Context: an optimization exercise on an open-source flow, tuned for small area, a short achievable clock period and few clock cycles per item. The choices shown serve that exercise and are no tape-out recipe.
The RTL was checked by simulation tests, not by an equivalence proof against the original design.

==> flow/design.v (excerpt) <==
module mdc (clk, rst_n, start, A, B, out, done);
input clk, rst_n, start;
input [7:0] A, B;
output [7:0] out;
output done;
reg       busy;
reg [6:0] ah, bh;    
reg [2:0] k;
function [2:0] ctz8;
    input [7:0] v;
    begin
        casez (v)
            8'b???????1: ctz8 = 3'd0;
            8'b??????10: ctz8 = 3'd1;
            8'b?????100: ctz8 = 3'd2;
            8'b????1000: ctz8 = 3'd3;
            8'b???10000: ctz8 = 3'd4;
            8'b??100000: ctz8 = 3'd5;
            8'b?1000000: ctz8 = 3'd6;
            default:     ctz8 = 3'd7;
        endcase
    end
endfunction
function [6:0] oddh8;
    input [7:0] v;
    begin
        casez (v)
            8'b???????1: oddh8 = v[7:1];
            8'b??????10: oddh8 = {1'b0, v[7:2]};
            8'b?????100: oddh8 = {2'b0, v[7:3]};
            8'b????1000: oddh8 = {3'b0, v[7:4]};
            8'b???10000: oddh8 = {4'b0, v[7:5]};
            8'b??100000: oddh8 = {5'b0, v[7:6]};
            8'b?1000000: oddh8 = {6'b0, v[7]};
            default:     oddh8 = 7'd0;
        endcase
    end
endfunction
function [6:0] odds8;
    input [7:0] v;
    begin
        casez (v)
            8'b???????1: odds8 = v[7:1];
            8'b??????10: odds8 = {{1{v[7]}}, v[7:2]};
            8'b?????100: odds8 = {{2{v[7]}}, v[7:3]};
            8'b????1000: odds8 = {{3{v[7]}}, v[7:4]};
            8'b???10000: odds8 = {{4{v[7]}}, v[7:5]};
            8'b??100000: odds8 = {{5{v[7]}}, v[7:6]};
            8'b?1000000: odds8 = {{6{v[7]}}, v[7]};
            default:     odds8 = {7{v[7]}};
        endcase
    end
endfunction
wire [7:0] d  = {1'b0, ah} - {1'b0, bh};
wire       lt = d[7];
wire [6:0] s  = odds8(d);
wire [6:0] vh = lt ? ~s : s;
wire       fin = (ah == bh) | (ah == 7'd0) | (bh == 7'd0);
assign done = busy & fin;
wire [7:0] odd = {ah & {7{bh != 7'd0}}, 1'b1};
assign out = odd << k;
always @(posedge clk or negedge rst_n) begin
    if (!rst_n)
        busy <= 1'b0;
    else
        busy <= start | (busy & ~fin);
end
always @(posedge clk) begin
  ...
==> flow/config.mk <==
export PLATFORM = sky130hd
export DESIGN_NAME = mdc
export DESIGN_NICKNAME = mdc
export VERILOG_FILES = /design/flow/design.v
export SDC_FILE = /design/flow/constraint.sdc
export NUM_CORES = 4
export LEC_CHECK = 0
export CAP_MARGIN = 20
export CORE_MARGIN = 2
export CORE_UTILIZATION = 40
export CTS_BUF_LIST = sky130_fd_sc_hd__clkbuf_4
export SETUP_SLACK_MARGIN = 1.2
export SLEW_MARGIN = 20
==> flow/constraint.sdc <==
create_clock -name core_clock -period 4.0 [get_ports {clk}]
set_input_delay 0.8000 -clock core_clock [delete_from_list [all_inputs] [get_ports {clk}]]
set_output_delay 0.8000 -clock core_clock [all_outputs]
set_load 0.01 [all_outputs]
standard.sh (not shown) runs the stock make flow with config.mk's settings and CLKGATE_MAP_FILE= SYNTH_SCRIPT=/design/flow/synth_recipe.tcl, a recipe that flattens the netlist after the stock synthesis.
==> flow/flow/run.sh <==
#!/bin/bash
# The standard layout (standard.sh) with two changes:
#  - the port buffers are plain buf_1 cells;
#  - synthesis maps the logic with the ABC script in flow/abc.script instead of
#    ORFS's speed script. Everything else in synthesis (synth_recipe.tcl) is kept.
# Each tool's output goes to the ORFS logs; make's own output goes to standard.log.
set -euo pipefail
W=$(pwd)
export BUFFER_PORTS_ARGS="-buffer_cell sky130_fd_sc_hd__buf_1"
export MY_ABC_SCRIPT="$W/flow/abc.script"
{ sed -n 1p synth_recipe.tcl; cat flow/abc_override.tcl; sed -n '2,$p' synth_recipe.tcl; } > synth_own.tcl
sed "s#SYNTH_SCRIPT=[^ ]*#SYNTH_SCRIPT=$W/synth_own.tcl#" standard.sh > standard_own.sh
bash standard_own.sh > standard.log 2>&1
==> flow/flow/abc.script <==
strash
&get -n
&dch
&nf -R 1000
&put
topo
stime -c
==> flow/flow/abc_override.tcl <==
# Run ABC with the script in MY_ABC_SCRIPT in place of the one ORFS chose.
proc abc {args} {
  set i [lsearch -exact $args -script]
  if { $i >= 0 } {
    set args [lreplace $args [expr {$i + 1}] [expr {$i + 1}] $::env(MY_ABC_SCRIPT)]
  }
  yosys abc {*}$args
}
The starting point passed the timing, DRC and antenna checks.
Testbench counts at the start, summed over its fixed seeds: cycles 9,100, items 2,400.
Rerun with:
SETUP_SLACK_MARGIN = 1.4   (was 1.2)
- routed wire length climbs by 2.5%
- fmax grows by 2.0%
- count of clock-buffer cells in the layout is unchanged
- worst setup slack improves by 56 ps
Rerun with:
==> flow/flow/abc.script (replaced) <==
strash
dch
map -D 1500
topo
stime -c
SETUP_SLACK_MARGIN = not set   (was 1.4)
Clock-buffer cell count does not change. Clock skew rose by 4.0 ps. Via count is higher by 6.0%. Routed wire length falls by 4.3%.
Rerun with:
==> flow/flow/abc.script (replaced) <==
strash
&get -n
&dch
&nf -R 1000
&put
topo
stime -c
Effect: Routed wire length shrinks by 6.5%; utilization grows by 0.90 points; die area shrinks by 5.1%.
Rerun with:
==> flow/flow/run.sh (replaced) <==
#!/bin/bash
# Standard layout, with plain buf_1 cells as the port buffers.
set -euo pipefail
export BUFFER_PORTS_ARGS="-buffer_cell sky130_fd_sc_hd__buf_1"
bash standard.sh > standard.log 2>&1
ABC_CLOCK_PERIOD_IN_PS = 2000   (was not set)
CTS_BUF_LIST = sky130_fd_sc_hd__clkbuf_16   (was sky130_fd_sc_hd__clkbuf_4)
SETUP_SLACK_MARGIN = 1.5   (was not set)
removed: flow/flow/abc.script
removed: flow/flow/abc_override.tcl
Design area climbs by well over a third.
Worst hold slack improves by 67 ps.
Die area climbs by about a fifth.
Synthesized cell count climbs by about a fifth.

-- what the ideal ports hide --
The results above use ideal ports. As a check the final layouts listed here were re-extracted and re-timed, cells and wires unchanged.
Step 1: set_driving_cell puts a clkbuf_16 on clk and a buf_2 on each other input, an assumption about the parent block.
Step 2 adds t to the input delays and takes it off the output delays; t is the mean of the earliest and latest rising clock arrival at the registers after step 1. Input paths then give back, and output paths get back, about the clock's delay inside the block.
Slacks: ideal ports / drivers / drivers and shift; pairs: ideal ports / drivers.
run	t, ns	slack for setup (ns)	hold slack, ns	worst setup path at the end	latest minus earliest clock arrival (ns)
the first run	0.315	1.183 / 1.160 / 1.285	0.240 / 0.240 / 0.486	register to register	0.008 / 0.009
the second run	0.310	1.239 / 1.217 / 1.318	0.243 / 0.244 / 0.483	register to register	0.008 / 0.008
the third run	0.316	0.925 / 0.900 / 1.216	0.236 / 0.237 / 0.535	register to output	0.012 / 0.012
the fourth run	0.312	1.015 / 0.993 / 1.052	0.242 / 0.244 / 0.485	register to register	0.007 / 0.007
the fifth run	0.272	1.473 / 1.446 / 1.417	0.309 / 0.308 / 0.469	input to register	0.001 / 0.001
After both steps setup and hold are still met in every run listed. For the fifth run, which loses most, drivers alone change the setup slack by -0.027 ns; drivers and shift together by -0.056 ns.
